Source: an optimization exercise on an open RTL-to-GDS flow (aim: small area). Production flows keep margins and buffers that such runs may drop.
The RTL was checked by simulation tests, not by an equivalence proof against the original design.
The flow treats the clock pin as an ideal source, which a real chip does not have.
Power figures rest on the tool's default switching activity, not on a simulated workload.

**design.v**
```verilog
module lab4_branch_BranchGShareCtrl
#(
    parameter PHT_size  = 2048
)
(
    input  logic clk,
    input  logic reset,
    input  logic update_en,
    input  logic update_val,
    input logic entry_upper_reached,
    input logic entry_lower_reached,
    output logic update_ghr,
    output logic increment_entry,
    output logic decrement_entry
);
always_comb begin
    if (reset) begin
        update_ghr = 1'b0;
        increment_entry = 1'b0;
        decrement_entry = 1'b0;
    end else if (update_en) begin
        update_ghr = 1'b1;
        increment_entry = update_val && !entry_upper_reached;
        decrement_entry = !update_val && !entry_lower_reached;
    end else begin
        update_ghr = 1'b0;
        increment_entry = 1'b0;
        decrement_entry = 1'b0;
    end
end
endmodule
module lab4_branch_BranchGShareDpath
#(
  parameter PHT_size  = 2048
)
(
  input  logic clk,
  input  logic reset,
  input  logic update_val,
  input  logic[31:0] PC,
  output logic prediction,
  output logic entry_upper_reached,
  output logic entry_lower_reached,
  input logic update_ghr,
  input logic increment_entry,
  input logic decrement_entry
);
localparam ghr_length = $clog2(PHT_size);
logic [PHT_size-1:0][1:0] counts;  
logic [ghr_length-1:0] ghr;
logic [ghr_length-1:0] pc_index;
assign pc_index = PC[ghr_length+1:2];
logic [ghr_length-1:0] pht_index;
assign pht_index = pc_index ^ ghr;
always_ff @(posedge clk) begin
  if (reset) begin
    ghr <= {ghr_length{1'b0}};
    counts <= {PHT_size{2'b0}};
  end
  else if (increment_entry) counts[pht_index] <= counts[pht_index] + 1'b1;  
  else if (decrement_entry) counts[pht_index] <= counts[pht_index] - 1'b1;  
  if (!reset && update_ghr) ghr <= ((ghr << 1) | {{(ghr_length-1){1'b0}}, update_val});  
end
assign entry_upper_reached = counts[pht_index] == 2'b11;
assign entry_lower_reached = counts[pht_index] == 2'b00;
assign prediction = counts[pht_index][1];  
endmodule
module lab4_branch_BranchGShare
#(
  parameter PHT_size  = 2048
)
(
  input  logic clk,
  input  logic reset,
  input  logic update_en,
  input  logic update_val,
  input  logic [31:0] PC,
  output logic prediction
);
logic entry_upper_reached;
logic entry_lower_reached;
logic update_ghr;
logic increment_entry;
logic decrement_entry;
lab4_branch_BranchGShareCtrl
#(
  .PHT_size(PHT_size)
)
ctrl
(
  .*
);
lab4_branch_BranchGShareDpath
#(
  .PHT_size(PHT_size)
)
dpath
(
  .*
);
endmodule
```
**run.sh**
```bash
#!/bin/bash
# synth_recipe.tcl (not shown) runs the flow's synth.tcl, then flattens the netlist and writes it again
# the make line also repeats each setting of config.mk as NAME=value (left out here)
make -C /OpenROAD-flow-scripts/flow DESIGN_CONFIG=/design/flow/config.mk WORK_HOME=/design/flow/orfs CLKGATE_MAP_FILE= SYNTH_SCRIPT=/design/flow/synth_recipe.tcl finish
```
**config.mk**
```make
export PLATFORM = sky130hd
export DESIGN_NAME = lab4_branch_BranchGShare
export DESIGN_NICKNAME = lab4_branch_BranchGShare
export VERILOG_FILES = /design/flow/design.v
export SDC_FILE = /design/flow/constraint.sdc
export NUM_CORES = 8
export LEC_CHECK = 0
export CAP_MARGIN = 20
export CORE_MARGIN = 2
export CORE_UTILIZATION = 40
export SLEW_MARGIN = 20
```
**constraint.sdc**
```tcl
create_clock -name core_clock -period 12.0 [get_ports {clk}]
set_input_delay 2.4000 -clock core_clock [delete_from_list [all_inputs] [get_ports {clk}]]
set_output_delay 2.4000 -clock core_clock [all_outputs]
set_load 0.01 [all_outputs]
```
==> impl_results.md, run 1 <==
* R2R setup slack at 3.41 ns
* Reg2reg path depth at 16
* Layout cells sized above 1 at 13.15%
* Vias per cell at 6.504
* Synth Warn # at 2
* Die Width at about 700 um
* Crit-path max FO at 73
* Largest net degree at the start of global routing at 209
* Hold Crit Depth at 2
* Placed cells at 24550
* I/O pins at 37
* Max VDD drop at 128.3 uV
* Max Root-Sink Buffers at 4
* LEAKAGE at between 60 and 70 nW
* Main flop type after synthesis: dfxtp_1
* DRC at 0
* Slew Limit Fails at 0
* Via count at 165200
* CTS root buffer: clkbuf_16
* Port bufs at 15
* Gp weighted congestion at 1.016
* Hold path startpoint: dpath.counts[3640]
* Worst slew pin tran at 1.388 ns
* Routed Antenna Nets at 0
* First-pass GRT wire length at about 1100 mm
* Final-stage net count at roughly 19000
* Worst rel slew slack at roughly 6.6%
* Final TNS setup at 0 ns
* Period utilization at 92.99%
* CP endpoint kind: output pin
* HPWL after DPL at 477.3 mm
* Detailed-route wire length at 768.9 mm
* Worst path max stage delay at 1.21 ns
* Async S/R FF share, synth at 0%
* Grt ovf at 0
* CTS tree: yes
* Die H at 698.9 um
* Seq/Total Area, Yosys at 42.62%
* Endpoints failing setup at 0
* RSZ-0062 raised after global routing: no
* R2R Path End: dpath.counts[2106]
* Post-CTS Setup Inserts at 0
* Outcome: finished clean
* CP cell instances: clkdlybuf4s50_1 -> xor2_4 -> buf_4 -> buf_12 -> mux4_2 -> a22oi_1 -> a21oi_1 -> nor4_1 -> a2111oi_0 -> a41oi_1 -> o2111ai_1 -> o32ai_4 -> inv_2 -> clkdlybuf4s50_1
* Worst R2R Start: dpath.ghr[2]
* Worst hold path class: flop to flop
* Fin util at between 40% and 50%
* Crit path kind: input port to output pin
* Number of synthesized flops with an enable pin at 11
* Clock sink count at 4107
* Core Area at 481500 um^2
* Die area at 488400 um^2
* FMAX at 0.08961 GHz
* Initial Util at approximately two fifths
* Final Hold Fails at 0
* MaxCap Viol Count at 0
* Crit-path most repeated cell: clkdlybuf4s50_1
* Count of cell types in the netlist at 76
* Post-Synthesis Cell Area at 193200 um^2
* Dpl cell area at 198700 um^2
* Initial antenna violation count at 62
* Synth Register Bits at 4107
* Area grow syn2layout at 10.42%
* Pre-Repair DR Iteration Count at 8
* H-tree depth at 5
* CTS Hold Buffers Added at 0
* Mean Syn Cell Area at 9.857 um^2
* Final Cell Area at 213300 um^2
* Slowest CP cell: nor4_1
* First DRT Iteration DRCs at between 20000 and 25000
* GR Util All Layers at 30.07%
* Post-CTS Resized at 0
* WHS Endpoint: dpath.counts[3640]
* Nature of the critical path startpoint: input port
* Fin cells at 25410
* Cells after Synth at around 20000
* Minimum clock period at 11.16 ns
* Worst EP required at roughly 9.6 ns
* PwrDens at ~150 nW/um^2
* Critical Path AT at roughly 8.8 ns
* Skew-Pair Late Insertion Delay at ~1.1 ns
* Vias in the first global route at between 150k and 200k
* Syn_nets at 19630
* Setup Skew at 0.07913 ns
* Placement row count at 255
* Cts bufs inserted at approximately 440
* Post-DR wirelength/cell at 30.26 um
* Clk slew on worst S/H paths at 0.06 ns
==> layout by cell type (no fill, tap or decap), types with 78 or more instances in the layout <==
cell type / Yosys / final
dfxtp_1: 4096 / 4096
nand3_1: 113 / 112
nor4_2: 132 / 138
clkbuf_8: 0 / 99
nor4_1: 1912 / 1906
inv_1: 2025 / 2025
nand2_1: 3002 / 2987
a21oi_1: 111 / 111
nor2_1: 201 / 110
buf_12: 1 / 136
clkbuf_16: 0 / 439
o32ai_1: 2028 / 2028
o22ai_1: 131 / 131
clkbuf_1: 1086 / 124
buf_4: 193 / 411
o21ai_0: 91 / 84
mux4_2: 986 / 986
mux2i_1: 2127 / 2126
diode_2: 0 / 78
==> state kept, by name (all words and copies together), names as in the netlist <==
register      count
dpath.ghr        11
dpath.counts   4096
==> metrics by stage <==
step	worst slack, ns	power [mW]	hold slack, ns
floorplan	4.028	16.94	0.4306
global placement	1.007	19.08	0.4384
detailed placement	1.252	19.08	0.4429
CTS	1.239	32.67	0.4538
global route	0.9634	33.47	0.4626
finish	0.8410	32.88	0.4518
==> layer usage <==
layer	wire length, um	GRT usage [%]
met3	89770	9.146
met2	320700	42.96
met5	163	0
met4	52870	17.89
met1	305300	39.90
==> logic make-up after synthesis <==
kind of cell    after synthesis  share of synthesized area (%)
xor+xnor                     29                         0.1393
simple gates               5534                          14.10
mux                        3115                          22.53
buf+inv                    4064                          8.860
flops                      4107                          42.62
fa+ha+maj                     2                        0.01295
compound gates             2744                          11.73
==> Yosys cell counts, drive strengths merged (7+ instances only) <==
| library cell | n | area, um^2 |
|---|---|---|
| nor2 | 201 | 754.5 |
| o211ai | 57 | 427.9 |
| nand4 | 39 | 244.0 |
| o32ai | 2029 | 17790 |
| edfxtp | 11 | 330.3 |
| nand2 | 3002 | 11270 |
| a2111oi | 22 | 192.7 |
| o22ai | 132 | 832.1 |
| nor3 | 82 | 432.9 |
| a221oi | 28 | 245.2 |
| and2 | 13 | 81.33 |
| o21ai | 94 | 470.5 |
| clkbuf | 1086 | 4076 |
| or4 | 9 | 75.07 |
| mux2i | 2127 | 21290 |
| o2111ai | 13 | 113.9 |
| xnor2 | 18 | 157.7 |
| a22oi | 72 | 540.5 |
| and3 | 10 | 62.56 |
| dfxtp | 4096 | 82000 |
| a21oi | 111 | 555.5 |
| a31oi | 45 | 281.5 |
| a32oi | 22 | 192.7 |
| o311ai | 13 | 113.9 |
| a211oi | 31 | 232.7 |
| nand3 | 113 | 565.5 |
| nor4 | 2044 | 13610 |
| a22o | 7 | 61.31 |
| mux4 | 986 | 22210 |
| buf | 949 | 5421 |
| inv | 2029 | 7616 |
| o221ai | 20 | 175.2 |
| xor2 | 11 | 111.4 |
==> report_power, final <==
part	leakage [nW]	total, mW	internal (mW)	switching, mW
Clock	7.04	13.8	7.85	5.99
Sequential	33.1	13.7	13.6	0.00649
Combinational	20.1	5.39	1.04	4.35
==> how the worst max path moves through the flow <==
stage                  to  slack, ns  startpoint
2_1_floorplan  prediction       4.03       PC[2]
6_report       prediction       0.84       PC[3]
3_3_place_gp   prediction       1.01       PC[2]
3_5_place_dp   prediction       1.25       PC[3]
5_1_grt        prediction       0.96       PC[3]
4_1_cts        prediction       1.24       PC[3]
==> worst max-delay path, delay by kind of cell <==
kind                      cells  cell delay, ns
and+or+nand+nor               1            1.21
muxes                         1            0.47
buffers and inverters         5            2.10
xor gates and xnor gates      1            0.67
AOI/OAI and AO/OA             6            1.82
==> final cells by class <==
class                           instances  area, um^2
Fill cell                           45420      268200
Multi-Input combinational cell      11420       94640
Sequential cell                      4107       82330
Clock buffer                          662       12810
Tap cell                             6425        8039
Inverter                             2029        7634
Timing Repair Buffer                  568        6092
Clock inverter                        114        1539
Antenna cell                           78       195.2
==> inputs of run 2 (changes only) <==
==> design.v (replaced) <==
module lab4_branch_BranchGShareCtrl
(
    input  logic       update_en,
    input  logic       update_val,
    input  logic [1:0] cur_cnt,
    output logic [1:0] next_cnt
);
always_comb begin
    if (update_en && update_val && cur_cnt != 2'b11)
        next_cnt = cur_cnt + 2'b01;
    else if (update_en && !update_val && cur_cnt != 2'b00)
        next_cnt = cur_cnt - 2'b01;
    else
        next_cnt = cur_cnt;
end
endmodule
module lab4_branch_BranchGShareBit
(
  input  logic clk,
  input  logic sel,
  input  logic rowb,
  input  logic colc,
  output logic q
);
always_ff @(posedge clk)
  q <= ~((q | sel) & (rowb | colc));
endmodule
module lab4_branch_BranchGShareRead8
(
  input  logic [7:0] sel,
  input  logic [7:0] s,
  output logic       rd
);
assign rd = |(sel & s);
endmodule
module lab4_branch_BranchGShareRow
#(
  parameter COLS = 32
)
(
  input  logic            clk,
  input  logic            row_n,     
  input  logic            rowb,
  input  logic [COLS-1:0] col_n,     
  input  logic [COLS-1:0] colc0,
  input  logic [COLS-1:0] colc1,
  output logic            rd0,       
  output logic            rd1
);
logic [COLS-1:0] sel;
logic [COLS-1:0] s0;
logic [COLS-1:0] s1;
assign sel = ~(col_n | {COLS{row_n}});
genvar k;
generate
  for (k = 0; k < COLS; k++) begin : g_ent
    lab4_branch_BranchGShareBit b0
    (
      .clk  (clk),
      .sel  (sel[k]),
      .rowb (rowb),
      .colc (colc0[k]),
      .q    (s0[k])
    );
    lab4_branch_BranchGShareBit b1
    (
      .clk  (clk),
      .sel  (sel[k]),
      .rowb (rowb),
      .colc (colc1[k]),
      .q    (s1[k])
    );
  end
endgenerate
logic [COLS/8-1:0] rd0_p, rd1_p;
generate
  for (k = 0; k < COLS/8; k++) begin : g_rd
    lab4_branch_BranchGShareRead8 r0
    (
      .sel (sel[8*k+7:8*k]),
      .s   (s0[8*k+7:8*k]),
      .rd  (rd0_p[k])
    );
    lab4_branch_BranchGShareRead8 r1
    (
      .sel (sel[8*k+7:8*k]),
      .s   (s1[8*k+7:8*k]),
      .rd  (rd1_p[k])
    );
  end
endgenerate
assign rd0 = |rd0_p;
assign rd1 = |rd1_p;
endmodule
module lab4_branch_BranchGShareDpath
#(
  parameter PHT_size  = 2048
)
(
  input  logic       clk,
  input  logic       reset,
  input  logic       update_en,
  input  logic       update_val,
  input  logic[31:0] PC,
  input  logic [1:0] next_cnt,
  output logic [1:0] cur_cnt,
  output logic       prediction
);
localparam IW   = $clog2(PHT_size);
localparam CW   = 5;
localparam RW   = IW - CW;
localparam COLS = 1 << CW;
localparam ROWS = 1 << RW;
logic [IW-1:0] ghr;
logic          phase;
logic [IW-1:0] idx;
assign idx = PC[IW+1:2] ^ ghr;
logic [RW-1:0] ridx;
logic [CW-1:0] cidx;
assign ridx = idx[IW-1:CW];
assign cidx = idx[CW-1:0];
logic [ROWS-1:0] rsel;
logic [COLS-1:0] csel;
genvar j, k;
generate
  for (j = 0; j < ROWS; j++) begin : g_rsel
    assign rsel[j] = (ridx == j);
  end
  for (k = 0; k < COLS; k++) begin : g_csel
    assign csel[k] = (cidx == k);
  end
endgenerate
logic [ROWS-1:0] rowb;
logic [COLS-1:0] colc0, colc1;
logic            w0, w1;    
assign w0 = next_cnt[0] ^ phase;
assign w1 = next_cnt[1] ^ phase;
assign rowb  = reset ? {ROWS{1'b0}} : ~rsel;
assign colc0 = reset ? {COLS{1'b0}} : (~csel | {COLS{w0}});
assign colc1 = reset ? {COLS{1'b0}} : (~csel | {COLS{w1}});
logic [ROWS-1:0] rd0, rd1;
generate
  for (j = 0; j < ROWS; j++) begin : g_row
    lab4_branch_BranchGShareRow #(.COLS(COLS)) row
    (
      .clk   (clk),
      .row_n (~rsel[j]),
      .rowb  (rowb[j]),
      .col_n (~csel),
      .colc0 (colc0),
      .colc1 (colc1),
      .rd0   (rd0[j]),
      .rd1   (rd1[j])
    );
  end
endgenerate
logic s0, s1;    
assign s0 = |rd0;
assign s1 = |rd1;
assign cur_cnt    = {s1 ^ phase, s0 ^ phase};
assign prediction = s1 ^ phase;
always_ff @(posedge clk) begin
  phase <= reset | ~phase;
  if (reset)          ghr <= {IW{1'b0}};
  else if (update_en) ghr <= {ghr[IW-2:0], update_val};
end
endmodule
module lab4_branch_BranchGShare
#(
  parameter PHT_size  = 2048
)
(
  input  logic clk,
  input  logic reset,
  input  logic update_en,
  input  logic update_val,
  input  logic [31:0] PC,
  output logic prediction
);
logic [1:0] cur_cnt;
logic [1:0] next_cnt;
lab4_branch_BranchGShareCtrl ctrl
(
  .update_en  (update_en),
  .update_val (update_val),
  .cur_cnt    (cur_cnt),
  .next_cnt   (next_cnt)
);
lab4_branch_BranchGShareDpath
#(
  .PHT_size(PHT_size)
)
dpath
(
  .clk        (clk),
  .reset      (reset),
  .update_en  (update_en),
  .update_val (update_val),
  .PC         (PC),
  .next_cnt   (next_cnt),
  .cur_cnt    (cur_cnt),
  .prediction (prediction)
);
endmodule
--- a/config.mk
+++ b/config.mk
@@ -6,6 +6,10 @@
 export NUM_CORES = 8
 export LEC_CHECK = 0
-export CAP_MARGIN = 20
+export CAP_MARGIN = 0
 export CORE_MARGIN = 2
-export CORE_UTILIZATION = 40
-export SLEW_MARGIN = 20
+export CORE_UTILIZATION = 70
+export CTS_CLUSTER_DIAMETER = 80
+export CTS_CLUSTER_SIZE = 40
+export GPL_TIMING_DRIVEN = 0
+export SLEW_MARGIN = 0
+export SYNTH_HIERARCHICAL = 1
==> run 2 against run 1 <==
The flow now stops in global routing. Synthesized cell count is 31% lower. Area after synthesis is 28% lower.
==> impl_results.md, run 2 <==
* I/O pins at 37 (unchanged)
* Cells after Synth at 13570 (-31%)
* Async S/R FF share, synth at 0% (unchanged)
* Tool error: [ERROR GRT-0232] Routing congestion too high. Check the congestion heatmap in the GUI.
* Mean Syn Cell Area at 10.19 um^2 (+3.3%)
* Post-synth top cells: dfxtp_1 (4108), o22ai_1 (4096), nor2_1 (2113), a22oi_1 (2048), nand4_1 (520)
* Failed at: global routing
* Initial Util at 70.24% (+30 points)
* Number of synthesized flops with an enable pin at 0 (-11)
* Synth Register Bits at 4108 (+0.024%)
* Yosys top cell by area: dfxtp_1
* Gp weighted congestion at 0.8896 (-12%)
* HPWL after DPL at 417.1 mm (-13%)
* Largest net degree at the start of global routing at 52
* Dpl cell area at 153300 um^2 (-23%)
* Count of cell types in the netlist at 23 (-70%)
* Main flop type after synthesis: dfxtp_1
* CTS root buffer: clkbuf_16
* Post-Synthesis Cell Area at 138200 um^2 (-28%)
* Synth Warn # at 9 (+7)
* Share of the synthesized area in the top cell type at 59.49% (+17 points)
* Outcome: did not finish
* Placement row count at 163 (-36%)
* Syn_nets at 13610 (-31%)
* Clock sink count at 4108 (+0.024%)
* Most numerous cell in the Yosys netlist: dfxtp_1
* Die H at 448.4 um (-36%)
* Max Root-Sink Buffers at 3 (-1)
* Synth area leaders: dfxtp_1 (59%), o22ai_1 (19%), a22oi_1 (11%)
* Port bufs at 14 (-1)
* Cts bufs inserted at 144 (-67%)
* CTS Hold Buffers Added at 0 (unchanged)
* Seq/Total Area, Yosys at 59.49% (+17 points)
* Grt ovf at 56
* Die Width at 448.4 um (-36%)
* GR Util All Layers at 70.04%
* H-tree depth at 4 (-1)
-- run 2: worst min path at each step --
stage	endpoint	depth (start not counted)	startpoint	slack, ns
CTS	dpath.g_row[59].row.g_ent[8].b0.q	1	dpath.g_row[59].row.g_ent[8].b0.q	0.45
detailed placement	dpath.g_row[32].row.g_ent[21].b1.q	1	dpath.g_row[32].row.g_ent[21].b1.q	0.44
global placement	dpath.g_row[53].row.g_ent[5].b0.q	1	dpath.g_row[53].row.g_ent[5].b0.q	0.43
floorplan	dpath.g_row[0].row.g_ent[0].b0.q	1	dpath.g_row[0].row.g_ent[0].b0.q	0.42
-- run 2: what timing repair did --
item | 4_1_cts
gates resized for setup | 6
endpoints found under the setup margin | 2565
buffers inserted | 0
cloned | 0
-- run 2: cell families after synthesis --
logic type               after synthesis  share of synthesized area (%)
multiplexers                          12                        0.08689
adder cells (fa/ha/maj)                2                        0.01810
flip-flops                          4108                          59.49
buffers and inverters                263                         0.8997
AND/OR/NAND/NOR                     2883                          9.192
XOR/XNOR                              27                         0.1711
AO/OA/AOI/OAI                       6275                          30.14
-- run 2: metrics by stage --
stage	cells	hold slack (ns)	TNS [ns]	worst slack, ns
2_1_floorplan	13570	0.4221	0	2.213
3_3_place_gp	16220	0.4291	-	-13.74
3_5_place_dp	16650	0.4373	-2735.87	-1.342
4_1_cts	16910	0.4530	0	0.1277
-- run 2: power groups by stage --
stage / clock [mW] / sequential [mW] / combinational [mW]
CTS: 7.00 / 16.9 / 3.55
detailed placement: 0 / 17.1 / 3.51
global placement: 0 / 17.0 / 2.83
floorplan: 0 / 16.8 / 1.77
-- run 2: metal layers --
layer	global-route usage [%]	GRT overflow
met5	32.80	0
met1	73.33	2
met3	51.91	1
met2	86.00	32
met4	65.29	21
-- run 2: modules after synthesis (local to each module, per instance), a selection --
module	times used	cells inside	flops+latches	cell area, um^2
lab4_branch_BranchGShareBit	4096	2	1	26.28
lab4_branch_BranchGShareCtrl	1	14	0	102.6
lab4_branch_BranchGShareRead8	512	5	0	36.28
==> inputs of run 3 (changes only) <==
==> config.mk (replaced) <==
export PLATFORM = sky130hd
export DESIGN_NAME = lab4_branch_BranchGShare
export DESIGN_NICKNAME = lab4_branch_BranchGShare
export VERILOG_FILES = /design/flow/design.v
export SDC_FILE = /design/flow/constraint.sdc
export NUM_CORES = 8
export LEC_CHECK = 0
export CAP_MARGIN = 20
export CORE_MARGIN = 2
export CORE_UTILIZATION = 60
export SLEW_MARGIN = 20
export SYNTH_HIERARCHICAL = 1
==> run 3 against run 2 <==
The run now finishes clean. Area after synthesis unchanged. Synthesized cell count unchanged.
==> impl_results.md, run 3 <==
* Outcome: finished clean
* Fin cells at 17660
* Initial Util at 60.24% (-10 points)
* Worst EP required at roughly 9.6 ns
* Main flop type after synthesis: dfxtp_1
* Async S/R FF share, synth at 0% (unchanged)
* FMAX at 0.08563 GHz
* CTS Hold Buffers Added at 0 (unchanged)
* Hold path startpoint: dpath.g_row[45].row.g_ent[31].b0.q
* Port bufs at 15 (+1)
* Post-synth top cells: dfxtp_1 (4108), o22ai_1 (4096), nor2_1 (2113), a22oi_1 (2048), nand4_1 (520)
* Worst setup margin at 0.3216 ns
* Setup Skew at 0.07365 ns
* PwrDens at 204.5 nW/um^2
* Worst rel slew slack at 12.75%
* Max VDD drop at roughly 170 uV
* Synth Warn # at 9 (unchanged)
* Critical Path AT at just over 9 ns
* Most common cell after layout, fill and taps aside: dfxtp_1
* Routed Antenna Nets at 0
* Minimum clock period at 11.68 ns
* Main combinational cell family by area after synthesis: compound AO/OA/AOI/OAI gates
* Post-CTS Setup Inserts at 0 (unchanged)
* Max Root-Sink Buffers at 4 (+1)
* Die H at 484.0 um (+7.9%)
* Post-CTS Resized at 0 (-6)
* Share of the synthesized area in the top cell type at 59.49% (unchanged)
* Grt ovf at 0
* Pre-CTS setup slack at 0.7092 ns (+2.051 ns)
* First-pass GRT wire length at 839.8 mm
* Vias in the first global route at ~130k
* Vias per cell at 7.702
* GRT busiest layer: met2
* Seq/Total Area, Yosys at 59.49% (unchanged)
* Most frequent cells in the layout: dfxtp_1 (4108), o22ai_1 (4096), nor2_1 (2101)
* Gp weighted congestion at 0.9164 (+3.0%)
* Clock sink count at 4108 (unchanged)
* Worst slew pin tran at 1.298 ns
* Largest net degree at the start of global routing at 65
* H-tree depth at 5 (+1)
* Yosys top cell by area: dfxtp_1
* Layout cells sized above 1 at 9.405%
* Post-Synthesis Cell Area at 138200 um^2 (unchanged)
* HPWL after DPL at 359.3 mm (-14%)
* Core Area at 229500 um^2
* Post-Synth XOR/XNOR Area at 0.1711% (unchanged)
* Number of synthesized flops with an enable pin at 0 (unchanged)
* Post-synthesis mux area share at 0.08689% (unchanged)
* Final Power at 33.35 mW
* Crit path kind: input port to output pin
* Nature of the critical path startpoint: input port
* Final TNS setup at 0 ns
* RSZ-0062 raised after global routing: no
* Worst hold path class: flop to flop
* Mean Syn Cell Area at 10.19 um^2 (unchanged)
* CTS root buffer: clkbuf_16
* Detailed-route wire length at between 500 and 600 mm
* Skew-Pair Late Insertion Delay at 1.00 ns
* Area grow syn2layout at 17.97%
* Period utilization at a little over nine tenths
* Placement row count at 176 (+8.0%)
* GR Layer Usage met3 at 16.43%
* Post-DR wirelength/cell at 33.51 um
* GR Util All Layers at 48.02%
* Placed cells at 16920 (+1.6%)
* Final-stage net count at 14340
* MaxCap Viol Count at 0
* Synth area leaders: dfxtp_1 (59%), o22ai_1 (19%), a22oi_1 (11%)
* M1 GR Usage at between 50% and 60%
* Slew Limit Fails at 0
* Count of cell types in the netlist at 23 (unchanged)
* First DRT Iteration DRCs at 20140
* Via count at 136000
* Clk slew on worst S/H paths at approximately 0.060 ns
* CP endpoint kind: output pin
* Worst R2R Start: dpath.ghr[1]
* Synth Register Bits at 4108 (unchanged)
* Crit path launch: PC[12]
* Final Hold Fails at 0
* Die Width at 484.0 um (+7.9%)
* Routing usage on met2 at 68.28%
* Compound-cell area share of the yosys netlist at 30.14% (unchanged)
* Synth Area in Simple Gates at 9.192% (unchanged)
* I/O pins at 37 (unchanged)
* Pre-Repair DR Iteration Count at 9
* Initial antenna violation count at 34
* Fin util at 71.07%
* Crit-path max FO at 28
* Die area at around 230000 um^2
* Endpoints failing setup at 0
* CTS tree: yes
* Cts bufs inserted at 408 (+180%)
* Area share of fa/ha/maj cells after synthesis at 0.01810% (unchanged)
* Most numerous cell in the Yosys netlist: dfxtp_1
* DRC at 0
* Cells after Synth at 13570 (unchanged)
* Largest regs: dpath.g_row.row.g_ent.b0.q (2048), dpath.g_row.row.g_ent.b1.q (2048), dpath.ghr (11)
* LEAKAGE at roughly 57 nW
* Syn_nets at 13610 (unchanged)
==> run 3: cell counts after synthesis <==
No cell type changed its count.
==> run 3: critical path, cell delays in order <==
cell,delay (ns)
clkdlybuf4s50_1,0.67
xnor2_1,0.53
nor2_4,0.24
buf_4,0.30
nand2_1,0.27
buf_4,0.41
nor2_1,0.17
a22oi_1,0.24
nand4_1,0.46
or4_1,0.65
nor4_1,0.55
buf_4,0.25
nand4_1,0.40
nor4_1,0.67
buf_4,0.21
xnor2_1,0.12
buf_4,0.18
clkdlybuf4s50_1,0.54
==> run 3: final timing paths <==
check | cells past startpoint | end | slack, ns
worst min register to register | 1 | dpath.g_row[45].row.g_ent[31].b0.q | 0.44
worst max register to register | 26 | dpath.g_row[1].row.g_ent[28].b0.q | 3.09
worst max-delay path | 18 | prediction | 0.32
worst min-delay path | 1 | dpath.g_row[45].row.g_ent[31].b0.q | 0.44
==> run 3: per-stage QoR <==
stage | cell area, um^2 | hold WS [ns]
6_report | 163100 | 0.4427
5_1_grt | 163000 | 0.4526
4_1_cts | 163000 | 0.4449
3_5_place_dp | 149300 | 0.4373
3_3_place_gp | 149200 | 0.4291
2_1_floorplan | 138200 | 0.4221
==> run 3: kinds of logic (layout without fill, tap and decap cells) <==
kind of cell	count (synthesis)	in the layout
multiplexers	12	12
AND/OR/NAND/NOR	2883	2883
AO/OA/AOI/OAI	6275	6275
adder cells (fa/ha/maj)	2	2
XOR/XNOR	27	27
other	0	24
buffers and inverters	263	1303
flip-flops	4108	4108
==> run 3: per-module statistics from Yosys (local to each module, per instance), a selection <==
| module | times used | area (um^2) |
|---|---|---|
| lab4_branch_BranchGShareBit | 4096 | 26.28 |
| lab4_branch_BranchGShareCtrl | 1 | 102.6 |
| lab4_branch_BranchGShareRead8 | 512 | 36.28 |
==> run 3: power by group <==
group | total, mW | internal [mW] | switching, mW | leakage, nW
combinational | 3.38 | 1.26 | 2.12 | 15.1
clock | 13.1 | 7.75 | 5.35 | 6.76
sequential | 16.9 | 15.7 | 1.14 | 34.6
total | 33.3 | 24.7 | 8.61 | 56.5
==> run 3: layer usage <==
| metal | vias to the layer above | share of wire (%) |
|---|---|---|
| met2 | 10640 | 41 |
| met1 | 65210 | 35 |
| met4 | 26 | 9.2 |
| met5 | - | 0.050 |
| li1 | 57120 | - |
| met3 | 3030 | 15 |
==> run 3: final cells by class <==
class                           instances  area [um^2]
Sequential cell                      4108        82240
Fill cell                           16530        66380
Multi-Input combinational cell       9199        56370
Clock buffer                          598        12070
Timing Repair Buffer                  551         6616
Tap cell                             3026         3786
Clock inverter                        120         1648
Inverter                               34        287.8
Antenna cell                           24        60.06
==> inputs of run 4 (changes only) <==
==> design.v (replaced) <==
module lab4_branch_BranchGShareCtrl
(
    input  logic       update_en,
    input  logic       update_val,
    input  logic [1:0] cur_cnt,
    output logic [1:0] next_cnt
);
always_comb begin
    if (update_en && update_val && cur_cnt != 2'b11)
        next_cnt = cur_cnt + 2'b01;
    else if (update_en && !update_val && cur_cnt != 2'b00)
        next_cnt = cur_cnt - 2'b01;
    else
        next_cnt = cur_cnt;
end
endmodule
module lab4_branch_BranchGShareBit
(
  input  logic clk,
  input  logic wr,
  input  logic wr_n,
  input  logic c,
  output logic s
);
always_ff @(posedge clk)
  s <= ~((s | wr) & (wr_n | c));
endmodule
module lab4_branch_BranchGShareRead8
(
  input  logic [7:0] s,
  input  logic [7:0] wr_n,
  output logic       rd
);
assign rd = |(~s & ~wr_n);
endmodule
module lab4_branch_BranchGShareCol
#(
  parameter ROWS = 64
)
(
  input  logic            clk,
  input  logic [ROWS-1:0] wr,
  input  logic [ROWS-1:0] wr_n,
  input  logic            c0,
  input  logic            c1,
  output logic            rd0_n,     
  output logic            rd1_n      
);
logic [ROWS-1:0] s0;
logic [ROWS-1:0] s1;
genvar j;
generate
  for (j = 0; j < ROWS; j++) begin : g_ent
    lab4_branch_BranchGShareBit b0
    (
      .clk  (clk),
      .wr   (wr[j]),
      .wr_n (wr_n[j]),
      .c    (c0),
      .s    (s0[j])
    );
    lab4_branch_BranchGShareBit b1
    (
      .clk  (clk),
      .wr   (wr[j]),
      .wr_n (wr_n[j]),
      .c    (c1),
      .s    (s1[j])
    );
  end
endgenerate
logic [ROWS/8-1:0] rd0_p, rd1_p;
generate
  for (j = 0; j < ROWS/8; j++) begin : g_rd
    lab4_branch_BranchGShareRead8 r0
    (
      .s    (s0[8*j+7:8*j]),
      .wr_n (wr_n[8*j+7:8*j]),
      .rd   (rd0_p[j])
    );
    lab4_branch_BranchGShareRead8 r1
    (
      .s    (s1[8*j+7:8*j]),
      .wr_n (wr_n[8*j+7:8*j]),
      .rd   (rd1_p[j])
    );
  end
endgenerate
assign rd0_n = |rd0_p;
assign rd1_n = |rd1_p;
endmodule
module lab4_branch_BranchGShareDpath
#(
  parameter PHT_size  = 2048
)
(
  input  logic       clk,
  input  logic       reset,
  input  logic       update_en,
  input  logic       update_val,
  input  logic[31:0] PC,
  input  logic [1:0] next_cnt,
  output logic [1:0] cur_cnt,
  output logic       prediction
);
localparam IW   = $clog2(PHT_size);
localparam CW   = 5;
localparam RW   = IW - CW;
localparam COLS = 1 << CW;
localparam ROWS = 1 << RW;
logic [IW-1:0] ghr;
logic          phase;
logic [IW-1:0] idx;
assign idx = PC[IW+1:2] ^ ghr;
logic [RW-1:0] ridx;
logic [CW-1:0] cidx;
assign ridx = idx[IW-1:CW];
assign cidx = idx[CW-1:0];
logic [ROWS-1:0] rsel;
logic [ROWS-1:0] wr, wr_n;
genvar j, k;
generate
  for (j = 0; j < ROWS; j++) begin : g_rsel
    assign rsel[j] = (ridx == j);
  end
endgenerate
assign wr   = rsel | {ROWS{reset}};
assign wr_n = ~rsel;
logic [COLS-1:0] c0, c1;
logic [COLS-1:0] rd0_n, rd1_n;
generate
  for (k = 0; k < COLS; k++) begin : g_col
    lab4_branch_BranchGShareCol #(.ROWS(ROWS)) col
    (
      .clk   (clk),
      .wr    (wr),
      .wr_n  (wr_n),
      .c0    (c0[k]),
      .c1    (c1[k]),
      .rd0_n (rd0_n[k]),
      .rd1_n (rd1_n[k])
    );
  end
endgenerate
logic s0, s1;    
assign s0 = ~rd0_n[cidx];
assign s1 = ~rd1_n[cidx];
assign cur_cnt    = {s1 ^ phase, s0 ^ phase};
assign prediction = s1 ^ phase;
logic w0, w1;    
assign w0 = next_cnt[0] ^ phase;
assign w1 = next_cnt[1] ^ phase;
generate
  for (k = 0; k < COLS; k++) begin : g_cl
    assign c0[k] = reset | ((cidx == k) ? w0 : ~rd0_n[k]);
    assign c1[k] = reset | ((cidx == k) ? w1 : ~rd1_n[k]);
  end
endgenerate
always_ff @(posedge clk) begin
  phase <= ~reset & ~phase;
  if (reset)          ghr <= {IW{1'b0}};
  else if (update_en) ghr <= {ghr[IW-2:0], update_val};
end
endmodule
module lab4_branch_BranchGShare
#(
  parameter PHT_size  = 2048
)
(
  input  logic clk,
  input  logic reset,
  input  logic update_en,
  input  logic update_val,
  input  logic [31:0] PC,
  output logic prediction
);
logic [1:0] cur_cnt;
logic [1:0] next_cnt;
lab4_branch_BranchGShareCtrl ctrl
(
  .update_en  (update_en),
  .update_val (update_val),
  .cur_cnt    (cur_cnt),
  .next_cnt   (next_cnt)
);
lab4_branch_BranchGShareDpath
#(
  .PHT_size(PHT_size)
)
dpath
(
  .clk        (clk),
  .reset      (reset),
  .update_en  (update_en),
  .update_val (update_val),
  .PC         (PC),
  .next_cnt   (next_cnt),
  .cur_cnt    (cur_cnt),
  .prediction (prediction)
);
endmodule
--- a/config.mk
+++ b/config.mk
@@ -6,7 +6,10 @@
 export NUM_CORES = 8
 export LEC_CHECK = 0
-export CAP_MARGIN = 20
+export CAP_MARGIN = 0
 export CORE_MARGIN = 2
-export CORE_UTILIZATION = 60
-export SLEW_MARGIN = 20
+export CORE_UTILIZATION = 62
+export CTS_BUF_LIST = sky130_fd_sc_hd__clkbuf_8
+export CTS_CLUSTER_DIAMETER = 40
+export CTS_CLUSTER_SIZE = 14
+export SLEW_MARGIN = 0
 export SYNTH_HIERARCHICAL = 1
==> run 4 against run 3 <==
Largest cell class unchanged. Global-route usage decreased by 3.8 points. Area after synthesis decreased by 6.8%. Synthesized cell count is 15% lower. Sequential power down 9%. Setup slack better by 0.46 ns. Clock power fell by 15%. First-iteration DRC count shrank 19%. Register-to-register slack improved by 0.20 ns. Clock skew down 0.0030 ns. Design area decreased by 8.1%.
==> impl_results.md, run 4 <==
* Outcome: finished clean
* PwrDens at 199.6 nW/um^2 (-2.4%)
* WP depth at 15 (-3)
* Worst path max stage delay at 1.02 ns (+0.35 ns)
* Post-CTS Setup Inserts at 0 (unchanged)
* Post-DR wirelength/cell at 31.46 um (-6.1%)
* Worst EP required at 9.60 ns (about the same)
* Vias in the first global route at 111400 (-12%)
* Final TNS setup at 0 ns (unchanged)
* Main combinational cell family by area after synthesis: compound AO/OA/AOI/OAI gates
* Mean Syn Cell Area at 11.20 um^2 (+9.9%)
* Crit path kind: input port to output pin
* DRC at 0 (unchanged)
* Pre-Repair DR Iteration Count at 8 (-1)
* LEAKAGE at 57.52 nW (+1.7%)
* Core Area at 206900 um^2 (-9.8%)
* Worst setup margin at 0.7773 ns (+0.4557 ns)
* Grt ovf at 0 (unchanged)
* Critical Path AT at 8.82 ns (-0.46 ns)
* Post-Synthesis Cell Area at 128800 um^2 (-6.8%)
* Max Root-Sink Buffers at 4 (unchanged)
* HPWL after DPL at 283.9 mm (-21%)
* Vias per cell at 7.766 (+0.83%)
* MaxCap Viol Count at 0 (unchanged)
* Port bufs at 15 (unchanged)
* Area share of fa/ha/maj cells after synthesis at 0.01943% (+0.0013 points)
* Compound-cell area share of the yosys netlist at 30.54% (+0.40 points)
* Die Width at 459.8 um (-5.0%)
* Cts bufs inserted at 480 (+18%)
* Synth Area in Simple Gates at 4.801% (-4.4 points)
* Placement row count at 167 (-5.1%)
* RSZ-0062 raised after global routing: no
* Clock sink count at 4108 (unchanged)
* Routed Antenna Nets at 0 (unchanged)
* Synth area leaders: dfxtp_1 (64%), o22ai_1 (30%), or4_1 (3.0%)
* Largest regs: dpath.g_col.col.g_ent.b0.s (2048), dpath.g_col.col.g_ent.b1.s (2048), dpath.ghr (11)
* CP cell instances: clkdlybuf4s50_1 -> xnor2_1 -> nor2_4 -> nand2_4 -> buf_12 -> o22ai_1 -> or4_1 -> nor4_1 -> nand2_1 -> mux2_2 -> o22ai_1 -> o21ai_0 -> a31oi_1 -> xor2_1 -> clkdlybuf4s50_1
* First-pass GRT wire length at 710.2 mm (-15%)
* Largest net degree at the start of global routing at 125 (+92%)
* Skew-Pair Late Insertion Delay at 1.19 ns (+0.19 ns)
* Initial Util at 62.26% (+2.0 points)
* Most common cell after layout, fill and taps aside: o22ai_1
* First DRT Iteration DRCs at 16370 (-19%)
* Final Power at 29.91 mW (-10%)
* Main flop type after synthesis: dfxtp_1
* Share of the synthesized area in the top cell type at 63.86% (+4.4 points)
* Post-Synth XOR/XNOR Area at 0.1982% (+0.027 points)
* CTS root buffer: clkbuf_8
* Post-CTS Resized at 0 (unchanged)
* CP bufs+invs at 3 (-4)
* Worst slew pin tran at 1.376 ns (+0.07783 ns)
* Worst rel slew slack at 8.281% (-4.5 points)
* Via count at 120700 (-11%)
* Nature of the critical path startpoint: input port
* Pre-CTS setup slack at 0.9169 ns (+0.2077 ns)
* Final Hold Fails at 0 (unchanged)
* Hold Crit Depth at 1 (unchanged)
* Slew Limit Fails at 0 (unchanged)
* Layout cells sized above 1 at 12.22% (+2.8 points)
* Die area at 211400 um^2 (-9.8%)
* Area grow syn2layout at 16.37%
* Gp weighted congestion at 0.9642 (+5.2%)
* Post-synth top cells: o22ai_1 (6151), dfxtp_1 (4108), or4_1 (512), nand2_1 (216), nor4_1 (128)
* Endpoints failing setup at 0 (unchanged)
* Minimum clock period at 11.22 ns (-0.4557 ns)
* Die H at 459.8 um (-5.0%)
* H-tree depth at 5 (unchanged)
* Yosys top cell by area: dfxtp_1
* Slowest CP cell: nor4_1
* Initial antenna violation count at 17 (-50%)
* Most frequent cells in the layout: o22ai_1 (6151), dfxtp_1 (4108), clkbuf_8 (520)
* Reg2reg path depth at 23 (-12%)
* Detailed-route wire length at 489.1 mm (-17%)
* Post-synthesis mux area share at 0.4129% (+0.33 points)
* Synth Register Bits at 4108 (unchanged)
* CP delay by family, top: simple AND/OR/NAND/NOR gates
* Count of cell types in the netlist at 37 (+61%)
* I/O pins at 37 (unchanged)
* Number of synthesized flops with an enable pin at 0 (unchanged)
* Final-stage net count at 12480 (-13%)
* Cells after Synth at 11500 (-15%)
* Async S/R FF share, synth at 0% (unchanged)
* Crit-path max FO at 68 (+140%)
* FMAX at 0.08910 GHz (+4.1%)
* Synth Warn # at 9 (unchanged)
* Worst hold path class: flop to flop
* Syn_nets at 11540 (-15%)
* CP endpoint kind: output pin
* Setup Skew at 0.07070 ns (-0.002957 ns)
* GR Util All Layers at 44.25% (-3.8 points)
* Period utilization at 93.52% (-3.8 points)
* CTS Hold Buffers Added at 0 (unchanged)
* Most numerous cell in the Yosys netlist: o22ai_1
* CTS tree: yes
* Clk slew on worst S/H paths at 0.07 ns (about the same)
* Seq/Total Area, Yosys at 63.86% (+4.4 points)
* Max VDD drop at 159.4 uV (-6.3%)
-- run 4: final cells by class --
class | instances | area (um^2)
inverters | 2 | 7.507
flip-flops and latches | 4108 | 82240
multi-input cells | 7350 | 47570
well taps | 2704 | 3383
diodes | 12 | 30.03
repair buffers | 501 | 5360
clock inverters | 347 | 4125
clock buffers | 520 | 7157
fillers | 14850 | 56990
-- run 4: cells by family (layout without fill, tap and decap cells) --
group | after synthesis | count (layout)
flip-flops | 4108 | 4108
other | 0 | 12
XOR/XNOR | 27 | 27
multiplexers | 36 | 36
buffers and inverters | 43 | 1370
AND/OR/NAND/NOR | 1001 | 1001
adder cells (fa/ha/maj) | 2 | 2
AO/OA/AOI/OAI | 6284 | 6284
-- run 4: Yosys stat by module (local to each module, per instance), excerpt --
| module | flops+latches | cell area [um^2] | times used |
|---|---|---|---|
| lab4_branch_BranchGShareBit | 1 | 26.28 | 4096 |
| lab4_branch_BranchGShareRead8 | 0 | 32.53 | 512 |
| lab4_branch_BranchGShareCtrl | 0 | 102.6 | 1 |
-- run 4: metal layers --
layer / GRT usage [%] / wire length [um] / up-vias / part of all wire, %
met1: 59.55 / 189500 / 59220 / 39
met4: 25.19 / 31450 / 20 / 6.4
met5: 0 / 327 / - / 0.067
met3: 12.04 / 63410 / 1738 / 13
li1: - / - / 51510 / -
met2: 64.24 / 204400 / 8231 / 42
-- run 4: metrics by stage --
step	hold WS, ns	instances	util [%]	cell area, um^2
after detailed placement	0.4369	14670	66.98	138600
after CTS	0.4469	15530	72.43	149800
final	0.4446	15540	72.45	149900
after global routing	0.4534	15540	72.44	149800
after floorplan	0.4220	11500	-	128800
after global placement	0.4292	14670	66.98	138600
-- run 4: path summary, 6_finish.rpt --
kind | from | end | slack (ns)
hold reg to reg | dpath.g_col[17].col.g_ent[25].b0.s | dpath.g_col[17].col.g_ent[25].b0.s | 0.44
setup reg to reg | dpath.ghr[9] | dpath.g_col[24].col.g_ent[40].b0.s | 3.29
setup / recovery | PC[11] | prediction | 0.78
hold / removal | dpath.g_col[17].col.g_ent[25].b0.s | dpath.g_col[17].col.g_ent[25].b0.s | 0.44
-- run 4: report_power, final --
group          switching (mW)  leakage (nW)  internal (mW)
clock                    5.50          5.65           5.65
combinational            2.25          17.4           1.16
sequential              0.592          34.5           14.8
==> inputs of run 5 (changes only) <==
==> flow/run.sh (new file) <==
#!/bin/bash
# Own layout flow: the standard synthesis unchanged, then the standard ORFS
# steps with a few settings changed. Each step's output goes to its own log.
set -euo pipefail
bash standard.sh synth > synth.log 2>&1
bash standard.sh GPL_TIMING_DRIVEN=0 \
  "BUFFER_PORTS_ARGS=-buffer_cell sky130_fd_sc_hd__buf_2" \
  finish > layout.log 2>&1
==> standard.sh (new file) <==
#!/bin/bash
# synth_recipe.tcl (not shown) runs the flow's synth.tcl, then flattens the netlist and writes it again
# the make line also repeats each setting of config.mk as NAME=value (left out here)
make -C /OpenROAD-flow-scripts/flow DESIGN_CONFIG=/design/flow/config.mk WORK_HOME=/design/flow/orfs CLKGATE_MAP_FILE= SYNTH_SCRIPT=/design/flow/synth_recipe.tcl "${@:-finish}"
--- a/config.mk
+++ b/config.mk
@@ -9,7 +9,7 @@
 export CORE_MARGIN = 2
 export CORE_UTILIZATION = 62
-export CTS_BUF_LIST = sky130_fd_sc_hd__clkbuf_8
-export CTS_CLUSTER_DIAMETER = 40
-export CTS_CLUSTER_SIZE = 14
+export CTS_BUF_LIST = sky130_fd_sc_hd__clkbuf_16
+export CTS_CLUSTER_DIAMETER = 60
+export CTS_CLUSTER_SIZE = 30
 export SLEW_MARGIN = 0
 export SYNTH_HIERARCHICAL = 1
removed: run.sh
==> run 5 against run 4 <==
Now fails the layout checks on max-capacitance violations, max-slew violations. Clock-buffer cell count is 313 lower. Die area did not move. Cell count fell by 4.6%. Register-to-register slack lost 1.3 ns. Total power is 9.5% lower. Clock skew shrank 0.019 ns. Critical path type is now input port to flop. Largest cell class unchanged. Largest power group unchanged.
==> impl_results.md, run 5 <==
* Reg2reg path depth at 26 (+13%)
* CP endpoint kind: flop
* Slew Limit Fails at 12 (+12)
* Initial Util at 62.26% (unchanged)
* Cts bufs inserted at 197 (-59%)
* Skew-Pair Late Insertion Delay at 0.91 ns (-0.28 ns)
* LEAKAGE at 55.50 nW (-3.5%)
* CTS tree: yes
* Critical Path AT at 11.99 ns (+3.17 ns)
* Largest net degree at the start of global routing at 72 (-42%)
* Vias per cell at 8.046 (+3.6%)
* Die area at 211400 um^2 (unchanged)
* Detailed-route wire length at 487.6 mm (-0.31%)
* Yosys top cell by area: dfxtp_1
* Final TNS setup at 0 ns (unchanged)
* Nature of the critical path startpoint: input port
* Port bufs at 14 (-1)
* PwrDens at 184.5 nW/um^2 (-7.5%)
* Crit-path most repeated cell: nand2_1
* Violated Checks: max-capacitance violations, max-slew violations
* Hold path startpoint: dpath.g_col[31].col.g_ent[58].b1.s
* Count of cell types in the netlist at 37 (unchanged)
* Grt ovf at 0 (unchanged)
* Gp weighted congestion at 0.9307 (-3.5%)
* Endpoints failing setup at 0 (unchanged)
* GR Util All Layers at 44.13% (-0.12 points)
* Routed Antenna Nets at 0 (unchanged)
* Clock sink count at 4108 (unchanged)
* Final-stage net count at 12010 (-3.8%)
* RSZ-0062 raised after global routing: no
* Hold Crit Depth at 1 (unchanged)
* Fin cells at 14830 (-4.6%)
* Post-DR wirelength/cell at 32.87 um (+4.5%)
* Largest regs: dpath.g_col.col.g_ent.b0.s (2048), dpath.g_col.col.g_ent.b1.s (2048), dpath.ghr (11)
* Post-synth top cells: o22ai_1 (6151), dfxtp_1 (4108), or4_1 (512), nand2_1 (216), nor4_1 (128)
* Seq/Total Area, Yosys at 63.86% (unchanged)
* CTS root buffer: clkbuf_16
* MaxCap Viol Count at 8 (+8)
* FMAX at 0.08924 GHz (+0.15%)
* Worst EP required at 12.78 ns (+3.18 ns)
* Fillers at 14880 (+0.22%)
* WHS Endpoint: dpath.g_col[31].col.g_ent[58].b1.s
* Minimum clock period at 11.21 ns (-0.01722 ns)
* Crit path kind: input port to flop
* Max Root-Sink Buffers at 3 (-1)
* Worst slew pin tran at 1.711 ns (+0.3350 ns)
* Number of synthesized flops with an enable pin at 0 (unchanged)
* Fin util at 70.90% (-1.5 points)
* First-pass GRT wire length at 708.9 mm (-0.19%)
* First DRT Iteration DRCs at 16410 (+0.20%)
* Setup Skew at 0.05120 ns (-0.01950 ns)
* Crit-path max FO at 50 (-26%)
* Slowest CP cell: nor4_1
* Area of the multi-input gates at 47560 um^2 (about the same)
* HPWL after DPL at 287.2 mm (+1.2%)
* Outcome: failed layout checks
* Main flop type after synthesis: dfxtp_1
* Die H at 459.8 um (unchanged)
* Via count at 119400 (-1.1%)
* Final Cell Area at 146700 um^2 (-2.1%)
* CTS Hold Buffers Added at 0 (unchanged)
* Cells after Synth at 11500 (unchanged)
* Most numerous cell in the Yosys netlist: o22ai_1
* I/O pins at 37 (unchanged)
* Hold slack at 0.4476 ns (+0.003005 ns)
* R2R Path End: dpath.g_col[28].col.g_ent[54].b0.s
* Worst hold path class: flop to flop
* Post-Synthesis Cell Area at 128800 um^2 (unchanged)
* Most frequent cells in the layout: o22ai_1 (6151), dfxtp_1 (4108), or4_1 (512)
* CP delay by family, top: simple AND/OR/NAND/NOR gates
* Placement row count at 167 (unchanged)
* Dpl cell area at 139600 um^2 (+0.72%)
* Die Width at 459.8 um (unchanged)
* Final Hold Fails at 0 (unchanged)
* Placed cells at 14470 (-1.4%)
* Synth area leaders: dfxtp_1 (64%), o22ai_1 (30%), or4_1 (3.0%)
* Layout cells sized above 1 at 7.030% (-5.2 points)
* R2R setup slack at 1.97 ns (-1.32 ns)
* Syn_nets at 11540 (unchanged)
* Worst rel slew slack at -15.11% (-23 points)
* Most common cell after layout, fill and taps aside: o22ai_1
* Max VDD drop at 168.7 uV (+5.8%)
* DRC at 0 (unchanged)
* Synth Register Bits at 4108 (unchanged)
* Clk slew on worst S/H paths at 0.10 ns (+0.03 ns)
* Share of the synthesized area in the top cell type at 63.86% (unchanged)
* Worst path max stage delay at 1.39 ns (+0.37 ns)
* Area grow syn2layout at 13.88%
* Pre-Repair DR Iteration Count at 8 (unchanged)
* Post-CTS Setup Inserts at 0 (unchanged)
* Register area at 82240 um^2 (unchanged)
* Vias in the first global route at 110400 (-0.93%)
* Worst R2R Start: dpath.ghr[9]
* Synth Warn # at 9 (unchanged)
* Initial antenna violation count at 22 (+5)
* Period utilization at 93.38% (-0.14 points)
* Async S/R FF share, synth at 0% (unchanged)
* Crit path launch: PC[12]
* Mean Syn Cell Area at 11.20 um^2 (unchanged)
* H-tree depth at 4 (-1)
* CP bufs+invs at 7 (+4)
* Post-CTS Resized at 0 (unchanged)
* Core Area at 206900 um^2 (unchanged)
-- run 5: logic make-up after synthesis --
kind of cell,after synthesis,synth area share [%]
AO/OA/AOI/OAI,6284,30.54
buffers and inverters,43,0.1700
flip-flops,4108,63.86
multiplexers,36,0.4129
XOR/XNOR,27,0.1982
adder cells (fa/ha/maj),2,0.01943
AND/OR/NAND/NOR,1001,4.801
-- run 5: worst max-delay path by stage --
| stage | endpoint | slack (ns) | cells past startpoint |
|---|---|---|---|
| final | dpath.g_col[28].col.g_ent[54].b0.s | 0.79 | 27 |
| after global routing | dpath.g_col[18].col.g_ent[46].b0.s | 0.95 | 27 |
| after CTS | dpath.g_col[29].col.g_ent[39].b1.s | 1.31 | 27 |
| after detailed placement | dpath.g_col[29].col.g_ent[3].b1.s | 0.44 | 27 |
| after global placement | dpath.g_col[19].col.g_ent[60].b1.s | -3.41 | 24 |
| after floorplan | dpath.g_col[0].col.g_ent[23].b1.s | 2.03 | 24 |
-- run 5: cell type report --
class,instances,share of cell area (%)
well taps,2704,2.307
plain buffers,41,0.1442
multi-input cells,7350,32.43
inverters,2,0.005119
flip-flops and latches,4108,56.07
clock inverters,144,1.197
repair buffers,267,4.296
diodes,11,0.01877
clock buffers,207,3.532
-- run 5: modules after synthesis, one instance, submodules excluded, excerpt --
module,flops+latches,cells inside,times used
lab4_branch_BranchGShareCtrl,0,14,1
lab4_branch_BranchGShareBit,1,2,4096
lab4_branch_BranchGShareRead8,0,5,512
-- run 5: through the flow --
step                      setup slack, ns  power, mW
final                              0.7945      27.06
after global routing               0.9529      27.74
after CTS                           1.307      26.85
after detailed placement           0.4425      18.83
after global placement             -3.408      18.46
after floorplan                     2.028      17.37
-- run 5: per-layer routing --
metal	GRT usage (%)	up-vias	part of all wire, %	wire, um
li1	-	50320	-	-
met1	58.24	58480	38	185000
met2	65.82	8423	42	206000
met3	11.83	2132	13	64640
met4	24.44	10	6.5	31800
met5	0	-	0.014	69
-- run 5: power by group --
group          switching, mW  internal [mW]
registers              0.594           14.8
logic                   2.17           1.18
clock network           4.83           3.52
total                   7.60           19.5
==> inputs of run 6 (changes only) <==
==> run.sh (new file) <==
#!/bin/bash
# synth_recipe.tcl (not shown) runs the flow's synth.tcl, then flattens the netlist and writes it again
# the make line also repeats each setting of config.mk as NAME=value (left out here)
make -C /OpenROAD-flow-scripts/flow DESIGN_CONFIG=/design/flow/config.mk WORK_HOME=/design/flow/orfs CLKGATE_MAP_FILE= SYNTH_SCRIPT=/design/flow/synth_recipe.tcl finish
removed: flow/run.sh
removed: standard.sh
==> run 6 against run 5 <==
The run now finishes clean. Die area did not move. Total power shrank 0.22%. Largest cell class unchanged. Largest power group unchanged. Sequential cell count stayed put. Synthesized cell count unchanged. Critical path type is now input port to output pin. Highest routed layer unchanged.
==> impl_results.md, run 6 <==
* Main flop type after synthesis: dfxtp_1
* Post-Synthesis Cell Area at 128800 um^2 (unchanged)
* Compound-cell area share of the yosys netlist at 30.54% (unchanged)
* Setup Skew at 0.04379 ns (-0.007404 ns)
* Core Area at 206900 um^2 (unchanged)
* Max Root-Sink Buffers at 3 (unchanged)
* Share of the synthesized area in the top cell type at 63.86% (unchanged)
* Period utilization at 92.90% (-0.48 points)
* Post-synth top cells: o22ai_1 (6151), dfxtp_1 (4108), or4_1 (512), nand2_1 (216), nor4_1 (128)
* Worst slew pin tran at 1.341 ns (-0.3702 ns)
* Syn_nets at 11540 (unchanged)
* Synth Warn # at 9 (unchanged)
* RSZ-0062 raised after global routing: no
* Vias in the first global route at 108600 (-1.6%)
* Skew-Pair Late Insertion Delay at 0.90 ns (about the same)
* Mean Syn Cell Area at 11.20 um^2 (unchanged)
* Worst rel slew slack at 10.62% (+26 points)
* Die H at 459.8 um (unchanged)
* Grt ovf at 0 (unchanged)
* Count of cell types in the netlist at 37 (unchanged)
* Area share of fa/ha/maj cells after synthesis at 0.01943% (unchanged)
* Synth area leaders: dfxtp_1 (64%), o22ai_1 (30%), or4_1 (3.0%)
* H-tree depth at 4 (unchanged)
* CTS Hold Buffers Added at 0 (unchanged)
* Max VDD drop at 176.3 uV (+4.5%)
* Pre-Repair DR Iteration Count at 8 (unchanged)
* CP endpoint kind: output pin
* Async S/R FF share, synth at 0% (unchanged)
* Crit-path max FO at 30 (-40%)
* Detailed-route wire length at 483.5 mm (-0.84%)
* First-pass GRT wire length at 700.4 mm (-1.2%)
* Largest net degree at the start of global routing at 125 (+74%)
* Gp weighted congestion at 0.9642 (+3.6%)
* Yosys top cell by area: dfxtp_1
* Synth Area in Simple Gates at 4.801% (unchanged)
* Via count at 118700 (-0.59%)
* PwrDens at 185.8 nW/um^2 (+0.68%)
* Worst path max stage delay at 0.96 ns (-0.43 ns)
* Post-Synth XOR/XNOR Area at 0.1982% (unchanged)
* Critical Path AT at 8.75 ns (-3.24 ns)
* Initial Util at 62.26% (unchanged)
* Initial antenna violation count at 18 (-18%)
* Final TNS setup at 0 ns (unchanged)
* Endpoints failing setup at 0 (unchanged)
* CP cell instances: clkdlybuf4s50_1 -> xnor2_1 -> nor2_4 -> nand2_4 -> buf_4 -> o22ai_1 -> or4_1 -> nor4_1 -> nand2_1 -> mux2_2 -> o22ai_1 -> a32oi_1 -> a31oi_1 -> xor2_1 -> clkdlybuf4s50_1
* Most numerous cell in the Yosys netlist: o22ai_1
* Dpl cell area at 138600 um^2 (-0.72%)
* Final Cell Area at 145400 um^2 (-0.89%)
* GR Util All Layers at 43.74% (-0.40 points)
* Most frequent cells in the layout: o22ai_1 (6151), dfxtp_1 (4108), or4_1 (512)
* Slowest CP cell: nor4_1
* Post-CTS Setup Inserts at 0 (unchanged)
* Synth Register Bits at 4108 (unchanged)
* DRC at 0 (unchanged)
* Layout cells sized above 1 at 8.580% (+1.6 points)
* Area grow syn2layout at 12.86%
* Worst EP required at 9.60 ns (-3.18 ns)
* Most common cell after layout, fill and taps aside: o22ai_1
* LEAKAGE at 55.16 nW (-0.61%)
* Nature of the critical path startpoint: input port
* Cells after Synth at 11500 (unchanged)
* Main combinational cell family by area after synthesis: compound AO/OA/AOI/OAI gates
* Post-synthesis mux area share at 0.4129% (unchanged)
* Outcome: finished clean
* First DRT Iteration DRCs at 16050 (-2.2%)
* Clk slew on worst S/H paths at 0.09 ns (about the same)
* Final Hold Fails at 0 (unchanged)
* R2R setup slack at 3.28 ns (+1.31 ns)
* Port bufs at 15 (+1)
* Crit path kind: input port to output pin
* Post-DR wirelength/cell at 32.19 um (-2.1%)
* Routed Antenna Nets at 0 (unchanged)
* Final-stage net count at 12200 (+1.6%)
* Cts bufs inserted at 196 (-0.51%)
* Minimum clock period at 11.15 ns (-0.05755 ns)
* Placement row count at 167 (unchanged)
* HPWL after DPL at 283.9 mm (-1.2%)
* Number of synthesized flops with an enable pin at 0 (unchanged)
* Post-CTS Resized at 0 (unchanged)
* MaxCap Viol Count at 0 (-8)
* Die area at 211400 um^2 (unchanged)
* FMAX at 0.08970 GHz (+0.52%)
* Slew Limit Fails at 0 (-12)
* Worst hold path class: flop to flop
* Vias per cell at 7.901 (-1.8%)
* CTS tree: yes
* Largest regs: dpath.g_col.col.g_ent.b0.s (2048), dpath.g_col.col.g_ent.b1.s (2048), dpath.ghr (11)
* Die Width at 459.8 um (unchanged)
* Clock sink count at 4108 (unchanged)
* I/O pins at 37 (unchanged)
* Seq/Total Area, Yosys at 63.86% (unchanged)
* CTS root buffer: clkbuf_16
## run 6: cell counts after synthesis
Identical to the previous run, type by type.
## run 6: worst max-delay path: cells and delay by family
kind	cells	cell delay [ns]
xor gates and xnor gates	2	0.88
AOI/OAI and AO/OA	4	0.62
buffers and inverters	3	1.95
muxes	1	0.34
and+or+nand+nor	5	2.50
## run 6: report_power, final
group | leakage [nW] | internal (mW) | total [mW] | switching (mW)
registers | 34.5 | 14.8 | 15.4 | 0.593
clock network | 3.29 | 3.46 | 8.24 | 4.78
logic | 17.4 | 1.16 | 3.40 | 2.24
## run 6: kinds of logic after synthesis
kind of cell               count (synthesis)
adders and majority gates                  2
muxes                                     36
AOI/OAI and AO/OA                       6284
and+or+nand+nor                         1001
buffers and inverters                     43
DFF                                     4108
xor gates and xnor gates                  27
## run 6: modules after synthesis, one instance, submodules excluded, a selection
module                         flip-flops and latches  copies in the design  area, um^2  cells
lab4_branch_BranchGShareCtrl                        0                     1       102.6     14
lab4_branch_BranchGShareRead8                       0                   512       32.53      5
lab4_branch_BranchGShareBit                         1                  4096       26.28      2
## run 6: cell type report
cell class / instances / area [um^2]
Sequential cell: 4108 / 82240
Fill cell: 15270 / 61510
Multi-Input combinational cell: 7350 / 47570
Timing Repair Buffer: 501 / 5360
Clock buffer: 203 / 5080
Tap cell: 2704 / 3383
Clock inverter: 143 / 1698
Antenna cell: 7 / 17.52
Inverter: 2 / 7.507
## run 6: through the flow
stage / utilization [%] / std cells / power [mW] / hold WS [ns] / setup WS, ns
after floorplan: - / 11500 / 17.37 / 0.4220 / 2.028
after global placement: 66.98 / 14670 / 18.71 / 0.4292 / 0.9813
after detailed placement: 66.98 / 14670 / 18.88 / 0.4369 / 0.9169
after CTS: 70.26 / 15010 / 26.81 / 0.4490 / 1.210
after global routing: 70.26 / 15010 / 27.68 / 0.4568 / 0.9409
final: 70.27 / 15020 / 27.00 / 0.4467 / 0.8520
## run 6: metal layers
layer / share of wire, % / up-vias / global-route usage [%]
li1: - / 50710 / -
met1: 39 / 58350 / 59.20
met2: 42 / 8009 / 63.82
met3: 13 / 1565 / 11.93
met4: 6.3 / 18 / 23.21
met5: 0.064 / - / 0
## run 6: path summary, 6_finish.rpt
check / from / to / depth (start not counted)
min: dpath.g_col[13].col.g_ent[41].b1.s / dpath.g_col[13].col.g_ent[41].b1.s / 1
max: PC[11] / prediction / 15
max reg2reg: dpath.ghr[9] / dpath.g_col[24].col.g_ent[6].b0.s / 23
min reg2reg: dpath.g_col[13].col.g_ent[41].b1.s / dpath.g_col[13].col.g_ent[41].b1.s / 1
==> inputs of run 7 (changes only) <==
==> flow/run.sh (new file) <==
#!/bin/bash
# Own layout flow: the standard synthesis unchanged, then the standard ORFS
# steps with smaller buffers for the resizer, and a leaner clock tree.
# Each part's output goes to its own log in this folder.
set -euo pipefail
H=$(pwd)/flow/dont_use.tcl
bash standard.sh synth > synth.log 2>&1
export PRE_GLOBAL_PLACE_TCL=$H PRE_RESIZE_TCL=$H PRE_CTS_TCL=$H PRE_GLOBAL_ROUTE_TCL=$H
export BUFFER_PORTS_ARGS="-buffer_cell sky130_fd_sc_hd__buf_2"
export CTS_ARGS="-sink_clustering_enable -repair_clock_nets -buf_list sky130_fd_sc_hd__clkbuf_16 -sink_clustering_size 30 -sink_clustering_max_diameter 60 -dont_use_dummy_load"
bash standard.sh \
  PRE_GLOBAL_PLACE_TCL=$H PRE_RESIZE_TCL=$H PRE_CTS_TCL=$H PRE_GLOBAL_ROUTE_TCL=$H \
  "BUFFER_PORTS_ARGS=$BUFFER_PORTS_ARGS" "CTS_ARGS=$CTS_ARGS" \
  finish > layout.log 2>&1
==> flow/dont_use.tcl (new file) <==
# Keep the resizer to small buffers: it otherwise drives the long row and
# column lines of the PHT array with buf_12/buf_16 cells.
set_dont_use {sky130_fd_sc_hd__buf_6 sky130_fd_sc_hd__buf_8 sky130_fd_sc_hd__buf_12
  sky130_fd_sc_hd__buf_16 sky130_fd_sc_hd__bufinv_8 sky130_fd_sc_hd__bufinv_16
  sky130_fd_sc_hd__bufbuf_8 sky130_fd_sc_hd__bufbuf_16}
==> standard.sh (new file) <==
#!/bin/bash
# synth_recipe.tcl (not shown) runs the flow's synth.tcl, then flattens the netlist and writes it again
# the make line also repeats each setting of config.mk as NAME=value (left out here)
make -C /OpenROAD-flow-scripts/flow DESIGN_CONFIG=/design/flow/config.mk WORK_HOME=/design/flow/orfs CLKGATE_MAP_FILE= SYNTH_SCRIPT=/design/flow/synth_recipe.tcl "${@:-finish}"
removed: run.sh
==> run 7 against run 6 <==
Now fails the layout checks on max-capacitance violations, max-slew violations. Worst hold slack worse by 0.0017 ns. Highest routed layer unchanged. Sequential power about the same. Die area unchanged. Sequential share of layout area up 1.4 points. First-iteration DRC count up 3.6%.
==> impl_results.md, run 7 <==
* Layout cells sized above 1 at 7.297% (-1.3 points)
* Worst hold path class: flop to flop
* Grt ovf at 0 (unchanged)
* Detailed-route wire length at 478.1 mm (-1.1%)
* Period utilization at 90.64% (-2.3 points)
* Synth Register Bits at 4108 (unchanged)
* Routed Antenna Nets at 0 (unchanged)
* R2R Path End: dpath.g_col[9].col.g_ent[26].b1.s
* Initial antenna violation count at 26 (+8)
* Violated Checks: max-capacitance violations, max-slew violations
* Worst rel slew slack at -5.545% (-16 points)
* I/O pins at 37 (unchanged)
* Slew Limit Fails at 3 (+3)
* Slowest CP cell: nor4_2
* CTS tree: yes
* Fin util at 68.59% (-1.7 points)
* Port bufs at 15 (unchanged)
* Nature of the critical path startpoint: input port
* Endpoints failing setup at 0 (unchanged)
* Count of cell types in the netlist at 37 (unchanged)
* Die H at 459.8 um (unchanged)
* PwrDens at 181.2 nW/um^2 (-2.5%)
* GR Util All Layers at 43.32% (-0.41 points)
* Worst slew pin tran at 1.569 ns (+0.2280 ns)
* Most frequent cells in the layout: o22ai_1 (6151), dfxtp_1 (4108), or4_1 (512)
* Crit path kind: input port to output pin
* Worst path max stage delay at 1.19 ns (+0.23 ns)
* Most common cell after layout, fill and taps aside: o22ai_1
* CTS Hold Buffers Added at 0 (unchanged)
* Hold slack at 0.4450 ns (-0.001711 ns)
* Outcome: failed layout checks
* Crit-path max FO at 35 (+17%)
* Placement row count at 167 (unchanged)
* MaxCap Viol Count at 3 (+3)
## run 7: worst max-delay path, delay by kind of cell
kind                   cells  cell delay (ns)
multiplexers               1             0.63
buffers and inverters      3             0.77
AND/OR/NAND/NOR            5             2.99
XOR/XNOR                   2             0.81
AO/OA/AOI/OAI              4             0.78
## run 7: power by group
part	total [mW]	switching (mW)	internal [mW]
combinational	3.28	2.23	1.04
sequential	15.4	0.595	14.8
clock	7.07	4.15	2.92
total	25.7	6.98	18.7
## run 7: cell families (layout without fill, tap and decap cells)
logic type               after synthesis  in the layout  synth area share, %
AO/OA/AOI/OAI                       6284           6284                30.54
XOR/XNOR                              27             27               0.1982
adder cells (fa/ha/maj)                2              2              0.01943
buffers and inverters                 43            889               0.1700
flip-flops                          4108           4108                63.86
multiplexers                          36             36               0.4129
other                                  0             10                    0
AND/OR/NAND/NOR                     1001           1001                4.801
## run 7: worst max path at each step
stage | from | end | slack, ns | depth (start not counted)
3_5_place_dp | PC[12] | dpath.g_col[30].col.g_ent[27].b1.s | 1.22 | 26
5_1_grt | PC[12] | prediction | 1.24 | 15
6_report | PC[12] | prediction | 1.12 | 15
2_1_floorplan | PC[12] | dpath.g_col[0].col.g_ent[23].b1.s | 2.03 | 24
3_3_place_gp | PC[12] | dpath.g_col[9].col.g_ent[30].b1.s | 1.33 | 26
4_1_cts | PC[12] | prediction | 1.59 | 16
## run 7: layer usage
layer	global-route usage (%)	vias to the layer above	wire length, um
met4	25.73	8	31810
met2	63.06	7496	200300
li1	-	50890	-
met1	59.05	58470	186400
met5	0	-	59
met3	9.735	1339	59580
## run 7: final cells by class
class                   instances  area [um^2]  area share, %
flip-flops and latches       4108        82240          57.96
repair buffers                690         3764          2.652
inverters                       2        7.507       0.005291
clock buffers                 197         4930          3.474
diodes                         10        25.02        0.01764
multi-input cells            7350        47550          33.51
well taps                    2704         3383          2.384
## run 7: metrics by stage
| step | setup WS [ns] | std cells | instance area [um^2] | power (mW) |
|---|---|---|---|---|
| CTS | 1.590 | 15050 | 141900 | 25.52 |
| floorplan | 2.028 | 11500 | 128800 | 17.37 |
| global route | 1.239 | 15060 | 141900 | 26.37 |
| global placement | 1.334 | 14850 | 136900 | 18.59 |
| finish | 1.123 | 15060 | 141900 | 25.71 |
| detailed placement | 1.218 | 14850 | 136900 | 18.76 |
## run 7: modules after synthesis (local to each module, per instance), a selection
module	flip-flops and latches	times used	area, um^2	cells inside
lab4_branch_BranchGShareCtrl	0	1	102.6	14
lab4_branch_BranchGShareRead8	0	512	32.53	5
lab4_branch_BranchGShareBit	1	4096	26.28	2

## port drivers added, routing unchanged
No port has a modelled driver above. Below, the same layouts with a new extraction and two added sets of constraints. Step 1 assumes that a clkbuf_16 drives the clock port and a buf_2 every other input. Step 2 times the ports against the registers' clock, not the clock port: input delays grow and output delays shrink by t, the midpoint of the rising clock arrivals with the driver on. Three values: ideal ports, drivers, drivers and shift; two values: the first two.
run	t (ns)	slack for setup (ns)
run 1	1.155	0.841 / 0.815 / 0.815
run 3	1.068	0.322 / 0.284 / 0.282
run 4	1.239	0.777 / 0.755 / 0.405
run 5	0.995	0.794 / 0.879 / -0.116
run 6	0.973	0.852 / 0.830 / 0.450
run 7	0.951	1.123 / 1.101 / 0.714
